Context: an optimization exercise on an open-source flow, tuned for small area. The choices shown serve that exercise and are no tape-out recipe.
The RTL of this run was laid out without a check of its function.
No activity file was given, so power comes from the tool's default toggle rates.

$ cat run.sh
#!/bin/bash
# synth_recipe.tcl (not shown) runs the flow's synth.tcl, then flattens the netlist and writes it again
# the make line also repeats each setting of config.mk as NAME=value (left out here)
make -C /OpenROAD-flow-scripts/flow DESIGN_CONFIG=/design/flow/config.mk WORK_HOME=/design/flow/orfs CLKGATE_MAP_FILE= SYNTH_SCRIPT=/design/flow/synth_recipe.tcl finish
$ cat config.mk
export PLATFORM = sky130hd
export DESIGN_NAME = cpu
export DESIGN_NICKNAME = cpu
export VERILOG_FILES = /design/flow/design.v
export SDC_FILE = /design/flow/constraint.sdc
export NUM_CORES = 4
export LEC_CHECK = 0
export CAP_MARGIN = 20
export CORE_MARGIN = 2
export CORE_UTILIZATION = 30
export SLEW_MARGIN = 20
$ cat constraint.sdc
create_clock -name core_clock -period 7.0 [get_ports {clk}]
set_input_delay 1.4000 -clock core_clock [delete_from_list [all_inputs] [get_ports {clk}]]
set_output_delay 1.4000 -clock core_clock [all_outputs]
set_load 0.01 [all_outputs]
$ cat design.v
module alu(
    input clk,
    input [2:0] aluControl,
    input [17:0] a,
    input [17:0] b,
    output reg [17:0] result,
    output zero,
    output negative,
    output reg carry_out,
    output reg cf_out,
    output reg zf_out
);
    localparam ALU_ADD  = 3'b000;
    localparam ALU_AND  = 3'b001;
    localparam ALU_NAND = 3'b010;
    localparam ALU_NOR  = 3'b011;
    localparam ALU_SUB  = 3'b100;  
    localparam ALU_ADDI = 3'b101;
    localparam ALU_ANDI = 3'b110;
    always @(*) begin
        zf_out = a == b ? 1'b1 : 1'b0;
        cf_out = b > a ? 1'b1 : 1'b0;
        case (aluControl)
            ALU_ADD: {carry_out, result} = a + b;  
	    ALU_ADDI: {carry_out, result} = a + b;  
            ALU_AND: begin
                result = a & b;  
                carry_out = 0;
            end
	    ALU_ANDI: begin
                result = a & b;  
                carry_out = 0;
            end
            ALU_NAND: begin
                result = ~(a & b);  
                carry_out = 0;
            end
            ALU_NOR: begin
                result = ~(a | b);  
                carry_out = 0;
            end
            default: begin
                result = 0;
                carry_out = 0;
            end
        endcase
    end
    assign zero = (result == 0);
    assign negative = result[17];
endmodule
module control_unit(
    input clk,
    input reset,
    input [17:14] opcode,  
    input ZF,  
    input CF,  
    output reg branch,  
    output reg pc_write,  
    output reg mem_read,  
    output reg mem_to_reg,  
    output reg mem_write,  
    output reg alu_src,  
    output reg reg_write,  
    output reg [2:0] alu_op,  
    output reg is_cmp_op  
);
    parameter ADD  = 4'b0001;
    parameter AND  = 4'b0011;
    parameter NAND = 4'b0101;
    parameter NOR  = 4'b0110;
    parameter ADDI = 4'b0010;
    parameter ANDI = 4'b0100;
    parameter LD   = 4'b1000;
    parameter ST   = 4'b1001;
    parameter CMP  = 4'b1010;
    parameter JUMP = 4'b0111;
    parameter JE   = 4'b1011;
    parameter JA   = 4'b1100;
    parameter JB   = 4'b1101;
    parameter JAE  = 4'b1110;
    parameter JBE  = 4'b1111;
    parameter ALU_ADD  = 3'b000;
    parameter ALU_AND  = 3'b001;
    parameter ALU_NAND = 3'b010;
    parameter ALU_NOR  = 3'b011;
    parameter ALU_SUB  = 3'b100;  
    parameter ALU_ADDI = 3'b101;
    parameter ALU_ANDI = 3'b110;
    always @(*) begin
        pc_write = 0;
        mem_read = 0;
        mem_to_reg = 0;
        mem_write = 0;
        alu_src = 0;
        reg_write = 0;
        alu_op = ALU_ADD;
        branch = 0;  
        case (opcode)
            ADD: begin
                alu_op = ALU_ADD;
                reg_write = 1;
            end
            AND: begin
                alu_op = ALU_AND;
                reg_write = 1;
            end
            NAND: begin
                alu_op = ALU_NAND;
                reg_write = 1;
            end
            NOR: begin
                alu_op = ALU_NOR;
                reg_write = 1;
            end
            ADDI: begin
                alu_op = ALU_ADDI;
                alu_src = 1;
                reg_write = 1;
            end
            ANDI: begin
                alu_op = ALU_ANDI;
                alu_src = 1;
                reg_write = 1;
            end
            LD: begin
                mem_read = 1;
                mem_to_reg = 1;
                reg_write = 1;
            end
            ST: begin
                mem_write = 1;
            end
            CMP: begin
                alu_op = ALU_SUB;  
            end
            JUMP: begin
                pc_write = 1;
            end
            JE: begin
                if (ZF) begin
                    pc_write = 1;  
                    branch = 1;  
                end
            end
            JA: begin
                if (!ZF && !CF) begin
                    pc_write = 1;
                    branch = 1;
                end
            end
	    JB: begin
                if (!ZF && CF) begin
                    pc_write = 1;
                    branch = 1;
                end
            end
	    JAE: begin
                if (!CF) begin
                    pc_write = 1;
                    branch = 1;
                end
            end
	    JBE: begin
                if (ZF || CF) begin
                    pc_write = 1;
                    branch = 1;
                end
            end
            default: begin
            end
        endcase
    end
endmodule
module register_file(
    input clk,
    input reset,
    input reg_write_en,
    input [3:0] read_sel1,
    input [3:0] read_sel2,
    input [3:0] read_sel3,
    input [3:0] write_sel,
    input [17:0] write_data,
    output [17:0] read_data1,
    output [17:0] read_data2,
    output [17:0] read_data3
);
    reg [17:0] registers[15:0];
    integer i;
    always @(posedge clk or posedge reset) begin
        if (reset) begin
            for (i = 0; i < 16; i = i + 1)
                registers[i] <= 18'd0;
        end else if (reg_write_en) begin
            registers[write_sel] <= write_data;
        end
    end
    assign read_data1 = registers[read_sel1];
    assign read_data2 = registers[read_sel2];
    assign read_data3 = registers[read_sel3];
endmodule
module cpu(
    input clk,
    input reset,
    output wire [9:0] imem_addr,
    input wire [17:0] imem_data,
    output wire [9:0] dmem_addr,
    output wire dmem_we,
    output wire [17:0] dmem_wdata,
    input wire [17:0] dmem_rdata,
    output wire [3:0] debug_opcode,  
    output wire debug_pc_write,  
    output wire debug_branch  
);
    parameter ALU_SUB  = 3'b100;  
    reg [9:0] program_counter;
    reg CF_bit, ZF_bit;
    wire [2:0] alu_op;
    wire alu_src, reg_write, mem_read, mem_to_reg, mem_write, pc_write, branch, CF_in, ZF_in;
    wire [17:0] write_data, alu_operand2, read_data1, read_data2, data_mem_in;
    wire [17:0] current_instr;
    wire [3:0] opcode;   
    wire [3:0] reg_dst, reg_src1, reg_src2;
    wire [5:0] imm;
    wire [9:0] addr;
    wire [17:0] alu_result;
    wire alu_zero, alu_carry, alu_negative;
    wire [17:0] data_mem_out;
    alu my_alu(
        .clk(clk),
        .aluControl(alu_op),
        .a(read_data1),
        .b(alu_operand2),
        .result(alu_result),
        .zero(alu_zero),
        .negative(alu_negative),
        .carry_out(alu_carry),
	.cf_out(CF_in),
	.zf_out(ZF_in)
    );
    control_unit my_cu(
	.clk(clk),
	.reset(reset),
	.ZF(ZF_bit),
	.CF(CF_bit),
        .opcode(opcode),
        .pc_write(pc_write),
        .mem_read(mem_read),
        .mem_to_reg(mem_to_reg),
        .mem_write(mem_write),
        .alu_src(alu_src),
        .reg_write(reg_write),
        .alu_op(alu_op),
        .branch(branch)
    );
    register_file my_reg_file(
        .clk(clk),
        .reset(reset),
        .reg_write_en(reg_write),
        .read_sel1(reg_src1),
        .read_sel2(reg_src2),
        .read_sel3(reg_dst),
        .write_sel(reg_dst),
        .write_data(write_data),
        .read_data1(read_data1),
        .read_data2(read_data2),
        .read_data3(data_mem_in)
    );
    assign dmem_addr = addr;
    assign dmem_we = mem_write;
    assign dmem_wdata = data_mem_in;
    assign data_mem_out = dmem_rdata;
    assign imem_addr = program_counter;
    assign current_instr = imem_data;
    assign opcode = current_instr[17:14]; 
    assign reg_dst = current_instr[13:10];
    assign reg_src1 = alu_op == ALU_SUB ? current_instr[13:10] : current_instr[9:6];
    assign reg_src2 = current_instr[3:0];
    assign addr = current_instr[9:0];
    assign imm = current_instr[5:0];  
assign debug_opcode = opcode;
assign debug_pc_write = pc_write;
assign debug_branch = branch;
    assign alu_operand2 = alu_src ? {imm[5:5] ? 12'hFFF : 12'h000, imm} : read_data2;  
    assign write_data = mem_to_reg ? data_mem_out : alu_result;
always @(posedge clk or posedge reset) begin
    	if (reset) begin
	    program_counter <= 1023;
	    ZF_bit <= 1'b0;
	    CF_bit <= 1'b0;
        end else begin
	ZF_bit <= alu_op == ALU_SUB ? ZF_in : ZF_bit;
    	CF_bit <= alu_op == ALU_SUB ? CF_in : CF_bit;
	if (pc_write) begin
	program_counter <= program_counter + addr;
	end
	else begin
        program_counter <= program_counter + 1;
	end
	end
end
endmodule
==> summary.txt <==
Critical path
  • CP endpoint kind: flip-flop
  • R2R Path End: my_reg_file.registers[7][15]
  • Crit path DAT: 6.45 ns
  • Critical R2R Launch: my_reg_file.registers[1][4]
  • R2r setup slk: 2.43 ns
  • Worst R2R Path Depth: 14
  • Crit Path Class: input pin to flip-flop
  • Startpoint types: input pin
  • CP Max Fanout: 37
  • Worst Path Required: 7.39 ns

Detailed routing
  • Routed Antenna Nets: 0
  • Vias: 23100
  • Initial detailed-routing violation count: around 4100
  • Top Metal Used: met5
  • Met2 Wirelength: 47.5 mm
  • Routed len/inst: 33.8 µm
  • TritonRoute pass-1 iters: 10
  • DRC violation count after routing: 0
  • Vias/cell: around 6.6
  • Met3 wire length: between 15 and 20 mm
  • WL met1: between 40 and 50 mm
  • Routed WL: 119 mm

Worst hold path
  • Min-Delay Path Class: flip-flop to flip-flop
  • Min-Delay Startpoint: my_reg_file.registers[1][7]
  • WHS Path Cells: 2
  • WHS Endpoint: my_reg_file.registers[1][7]

Die
  • Rows: 97
  • Starting Density: 30.3%
  • Die Y-Extent: 270 µm
  • # IOs: 83
  • Core ar.: between 70000 and 80000 µm²
  • Area of the die: 73000 µm²
  • Die width: about 270 µm

STA
  • Minimum clock period: 6.07 ns
  • Min Hold Slack: 0.542 ns
  • Worst-margin pin slew: 1.17 ns
  • RSZ-0062 raised after global routing: false
  • Fmax: 165 MHz
  • Setup-failing EPs final: 0
  • Final slew viol count: 0
  • Tcrit/Tclk final: between 80% and 90%
  • Setup TNS: 0 ns
  • Clock skew: 0.0255 ns
  • Hold Vio Cnt, Final: 0
  • Rel. slew slack: between 20% and 30%

CTS
  • CTS clk-pin slew, worst paths: 0.06 ns
  • Clock Tree Root: clkbuf_16
  • TritonCTS clock tree: built
  • Later-pin clock latency in the skew report: 0.58 ns
  • Num CTS Buffers: 37
  • Post_cts resized: 0
  • Post-CTS Setup Inserts: 0
  • H-tree depth: 2
  • CTS Buffer Depth: 3
  • CTS sink cnt: 300
  • Hold buffers post-CTS: 0

Cells and area
  • Final std cells w/o fill: 3520
  • Area of the multi-input gates: 12700 µm²
  • Area Overhead vs Synth: 17.6%
  • Final nets: 2654
  • Seq. cell area: 7520 µm²
  • Util after Layout: 35.7%
  • Fill cells: 7323
  • Share of cells above drive strength 1: 13.2%

Global routing
  • Vias in the first global route: about 22000
  • Largest net degree at the start of global routing: ~150
  • Total congestion overflow: 0
  • Initial antenna violation count: 7
  • Tot GR Track Use: 31.6%
  • First-pass GRT wire length: about 170 mm

Power
  • LEAKAGE: 10.1 nW
  • Psw: 0.00402 W
  • Switching share of total power: roughly 44%
  • Power per standard cell area: 363 nW/µm²
  • Clock Power Share: 22.9%
  • Logic pwr share: between 30% and 40%
  • Max VDD drop: approximately 0.21 mV
  • Internal power: 0.00507 W
  • Power share of the sequential group: 39.7%

Logic synthesis
  • Top_reg_cell synth: dfrtp_1
  • Synth top area share: roughly 34%
  • Cells after synthesis: approximately 2500
  • Seq/Total Area, Yosys: 35.4%
  • Largest cells by area after synthesis: dfrtp_1, a22oi_1, o21ai_0
  • Yosys top cell by area: dfrtp_1
  • Mean area per synthesized cell: 8.52 µm²
  • Ys async rst share: 100%
  • Post-synth cell types: 93
  • Synth Warn #: 5
  • Number of flops mapped to enable cells by yosys: 0
  • Syn_nets: 2599
  • Post-synth top cells: nand2_1, dfrtp_1, o21ai_0
  • Post-Syn Area: 21300 µm²
  • Top-count cell post-synth: nand2_1
  • Synth Register Bits: 300

Placed design
  • Placed wire-length estimate: 83.3 mm
  • RePlAce Congestion: 1.07
  • Dpl cells: around 3500
  • IO Port Bufs: 82

Run
  • MaxCap Viol Count: 0

Run status
  • Status: complete, no violations
-- final cells by class --
type / count / share of cell area, %
sequential: 300 / 30.1
clock buffer: 51 / 4.28
antenna: 2 / 0.0200
inverter: 37 / 0.570
tap: 940 / 4.70
multi-input combinational: 1924 / 50.8
timing repair buffer: 250 / 8.71
clock inverter: 16 / 0.845
-- kinds of logic (layout without fill, tap and decap cells) --
| logic type | after synthesis | after routing | share of synthesized area (%) |
|---|---|---|---|
| multiplexers | 98 | 98 | 4.90 |
| flip-flops | 300 | 300 | 35.4 |
| AO/OA/AOI/OAI | 975 | 975 | 32.6 |
| AND/OR/NAND/NOR | 772 | 772 | 16.9 |
| adder cells (fa/ha/maj) | 66 | 66 | 3.95 |
| other | 0 | 2 | 0 |
| buffers and inverters | 271 | 354 | 5.77 |
| XOR/XNOR | 13 | 13 | 0.535 |
-- how the worst max path moves through the flow --
stage / start / endpoint / slack [ns] / depth (start not counted)
after global placement: imem_data[15] / my_reg_file.registers[3][9] / 0.47 / 16
after CTS: imem_data[9] / my_reg_file.registers[6][9] / 1.05 / 17
after floorplan: imem_data[14] / my_reg_file.registers[11][12] / 1.55 / 21
after global routing: imem_data[15] / CF_bit / 0.81 / 16
final: imem_data[15] / my_reg_file.registers[7][15] / 0.93 / 16
after detailed placement: imem_data[9] / my_reg_file.registers[9][9] / 0.41 / 17
-- registers in the layout, summed over array words and instances (netlist names) --
name,cells
program_counter,10
ZF_bit,1
CF_bit,1
my_reg_file.registers,288
-- critical path, cell delays in order --
cell             delay (ns)
clkdlybuf4s50_1        0.51
and4bb_2               0.47
buf_12                 0.29
nor2_1                 0.15
a21o_1                 0.35
buf_4                  0.32
a21oi_1                0.15
nand4_1                0.13
o32a_1                 0.48
ha_1                   0.52
nand2_1                0.13
nor2_1                 0.15
and3_1                 0.18
a21o_1                 0.19
a311o_1                0.77
a31oi_1                0.18
-- power by group through the flow --
stage / combinational, W / clock (W) / sequential [W]
final: 0.00340 / 0.00208 / 0.00361
after global routing: 0.00369 / 0.00216 / 0.00363
after CTS: 0.00332 / 0.00210 / 0.00353
after detailed placement: 0.00331 / 0 / 0.00355
after global placement: 0.00327 / 0 / 0.00358
after floorplan: 0.00210 / 0 / 0.00304
-- stage by stage --
step,cell area [µm²],worst slack [ns],power (W)
floorplan,21300,1.55,0.00513
global route,25000,0.813,0.00948
detailed placement,23700,0.414,0.00686
CTS,25000,1.05,0.00895
finish,25000,0.933,0.00909
global placement,23700,0.468,0.00684
-- layout by cell type (no fill, tap or decap), drive strengths merged, types with 17 or more instances in the layout --
cell type / instances
a21oi: 85
a221oi: 33
a222oi: 31
a22o: 20
a22oi: 230
a31oi: 58
a32oi: 23
and2: 25
buf: 176
clkbuf: 51
clkdlybuf4s50: 74
dfrtp: 290
ha: 64
inv: 39
mux2: 29
mux2i: 67
nand2: 353
nand2b: 27
nand3: 50
nand4: 30
nor2: 167
nor2b: 39
nor3: 17
o21ai: 294
o22a: 20
o31ai: 19
o32ai: 18
-- per-layer routing --
| layer | up-vias | global-route usage [%] |
|---|---|---|
| li1 | 9554 | - |
| met1 | 11000 | 39.0 |
| met2 | 1820 | 44.9 |
| met3 | 685 | 12.9 |
| met4 | 12 | 21.3 |
| met5 | - | 1.38 |

-- what the ideal ports hide --
In the flow no input, the clock included, has a driving cell. The finished layout below was timed again as built, in two steps. Step 1, drivers: a clkbuf_16 drives clk and a buf_2 each remaining input, both assumed. Step 2 moves the port delays by t, midway between the first and last clock arrival at a register: inputs arrive t later, outputs are due t later. That takes back most of the time a late clock gives input paths. Slacks: no drivers / after step 1 / after step 2; pairs: no drivers / after step 1.
shift t [ns]: 0.626
slack for setup (ns): 0.933 / 0.960 / 0.334
worst hold slack (ns): 0.542 / 0.542 / 0.542
After both steps setup and hold are still met in this run. The setup slack of this run moves by +0.027 ns with the drivers and by -0.599 ns with both steps.
